Context: an optimization exercise on an open-source flow, tuned for a short achievable clock period. The choices shown serve that exercise and are no tape-out recipe.
In this exercise RTL edits were held to simulation tests only and were not proved equivalent to the original.
No activity file was given, so power comes from the tool's default toggle rates.

Design timer, start of the top module:
module timer( input  wire clk,
              input  wire rst,
              input  wire [31:0] addr,
              input  wire [31:0] wdata,
              input  wire [3:0]  wr,
              input  wire        rstrb,
              output wire [31:0] rdata,
              output wire        irq);
Size in the first run: ~2100 cells after synthesis, about 150 flip-flops, ~100 I/O pins.
Settings: LEC_CHECK=0, CAP_MARGIN=20, CORE_MARGIN=2, CORE_UTILIZATION=40, SETUP_SLACK_MARGIN=2.5, SLEW_MARGIN=20, SYNTH_HIERARCHICAL=1, PRE_IO_PLACEMENT_TCL=/design/flow/flow/io.tcl; clock period 4.0 ns.
standard.sh (not shown) runs the stock make flow with config.mk's settings and CLKGATE_MAP_FILE= SYNTH_SCRIPT=/design/flow/synth_recipe.tcl, a recipe that flattens the netlist after the stock synthesis.
==> flow/flow/run.sh <==
#!/bin/bash
# The standard layout, with the read-path pins grouped on one edge of the die
# (flow/io.tcl, sourced just before the pins are placed).
set -euo pipefail
echo "export PRE_IO_PLACEMENT_TCL = $PWD/flow/io.tcl" >> config.mk
bash standard.sh > standard.log 2>&1
==> flow/flow/io.tcl <==
# Pin placement: the bus inputs that decide the read data (addr[31:16],
# addr[3:2], rstrb) and the read data itself share the bottom edge, so that
# the combinational read path does not have to cross the die.
set crit {}
for {set i 16} {$i < 32} {incr i} { lappend crit "addr\[$i\]" }
lappend crit "addr\[2\]" "addr\[3\]" rstrb
for {set i 0} {$i < 32} {incr i} { lappend crit "rdata\[$i\]" }
set_io_pin_constraint -pin_names $crit -region bottom:*
The baseline ran to the end with no violations.
Then changed:
==> flow/run.sh (new file) <==
#!/bin/bash
# synth_recipe.tcl (not shown) runs the flow's synth.tcl, then flattens the netlist and writes it again
# the make line also repeats each setting of config.mk as NAME=value (left out here)
make -C /OpenROAD-flow-scripts/flow DESIGN_CONFIG=/design/flow/config.mk WORK_HOME=/design/flow/orfs CLKGATE_MAP_FILE= SYNTH_SCRIPT=/design/flow/synth_recipe.tcl finish
PRE_IO_PLACEMENT_TCL = not set   (was /design/flow/flow/io.tcl)
SETUP_SLACK_MARGIN = 3.0   (was 2.5)
removed: flow/flow/run.sh
removed: flow/flow/io.tcl
removed: flow/standard.sh
Die area is unchanged.
Flip-flop and latch count stays the same.
Global-route usage rose by 1.4 points.
Then changed:
==> flow/flow/run.sh (new file) <==
#!/bin/bash
# The standard layout, with the read-path pins grouped on one edge of the die
# (flow/io.tcl, sourced just before the pins are placed).
set -euo pipefail
echo "export PRE_IO_PLACEMENT_TCL = $PWD/flow/io.tcl" >> config.mk
bash standard.sh > standard.log 2>&1
==> flow/flow/io.tcl (new file) <==
# Pin placement: the bus inputs that decide the read data (addr[31:16],
# addr[3:2], rstrb) and the read data itself share the bottom edge, so that
# the combinational read path does not have to cross the die.
set crit {}
for {set i 16} {$i < 32} {incr i} { lappend crit "addr\[$i\]" }
lappend crit "addr\[2\]" "addr\[3\]" rstrb
for {set i 0} {$i < 32} {incr i} { lappend crit "rdata\[$i\]" }
set_io_pin_constraint -pin_names $crit -region bottom:*
==> flow/standard.sh (new file) <==
#!/bin/bash
# synth_recipe.tcl (not shown) runs the flow's synth.tcl, then flattens the netlist and writes it again
# the make line also repeats each setting of config.mk as NAME=value (left out here)
make -C /OpenROAD-flow-scripts/flow DESIGN_CONFIG=/design/flow/config.mk WORK_HOME=/design/flow/orfs CLKGATE_MAP_FILE= SYNTH_SCRIPT=/design/flow/synth_recipe.tcl "${@:-finish}"
PRE_IO_PLACEMENT_TCL = /design/flow/flow/io.tcl   (was not set)
SETUP_SLACK_MARGIN = 1.5   (was 3.0)
removed: flow/run.sh
After rerunning: The new run passed the timing, DRC and antenna checks. Register-to-register slack got worse by 20 ps. Core utilization is lower by 2.4 points. Combinational power barely changes. Setup slack got worse by 490 ps. Design area is lower by 4.1%. Routed wire length is higher by 0.47%. Synthesized area does not change. Clock-buffer cell count is lower by 1. Sequential cell count is unchanged. Fmax is lower by 15%. Clock power is lower by about 6%.
Then changed:
==> flow/run.sh (new file) <==
#!/bin/bash
# synth_recipe.tcl (not shown) runs the flow's synth.tcl, then flattens the netlist and writes it again
# the make line also repeats each setting of config.mk as NAME=value (left out here)
make -C /OpenROAD-flow-scripts/flow DESIGN_CONFIG=/design/flow/config.mk WORK_HOME=/design/flow/orfs CLKGATE_MAP_FILE= SYNTH_SCRIPT=/design/flow/synth_recipe.tcl finish
CORE_UTILIZATION = 50   (was 40)
PRE_IO_PLACEMENT_TCL = not set   (was /design/flow/flow/io.tcl)
SETUP_SLACK_MARGIN = 2.5   (was 1.5)
removed: flow/flow/run.sh
removed: flow/flow/io.tcl
removed: flow/standard.sh
Result:
- total power climbs by about 2%
- die area drops by 20%
- cell area came out higher by about 1.8%
- utilization came out higher by 15 points
- count of clock-buffer cells in the layout grows by 3
- combinational power went down by about 7%
- global-route usage grows by 6.1 points
- first-iteration DRC count came out lower by 11%

afterwards: timing with drivers on the ports:
In the flow no input, the clock included, has a driving cell. The finished layouts below were timed again as built, in two steps. Step 1, drivers: a clkbuf_16 drives clk and a buf_2 each remaining input, both assumed. Step 2, shift: input delay + t, output delay - t, t = (earliest + latest rising clock arrival at the registers) / 2. This alone moves slack from input paths to output paths. Three values: ideal, step 1, step 2; two values: the first two.
run	t, ns	setup slack, ns	slew at the worst register clock pin (ns)	worst data-port slew with drivers (ns)	cell pins on the clock port's net
the first run	0.516	1.108 / 1.027 / 0.806	0.07 / 0.07	0.20	1
the second run	0.514	1.122 / 1.046 / 0.902	0.07 / 0.07	0.08	1
the third run	0.542	0.629 / 0.567 / 0.567	0.08 / 0.08	0.21	1
the fourth run	0.506	1.059 / 1.006 / 0.851	0.07 / 0.07	0.09	1
After both steps every run listed still meets setup and hold. For the first run, which loses most, drivers alone change the setup slack by -0.081 ns; drivers and shift together by -0.302 ns.
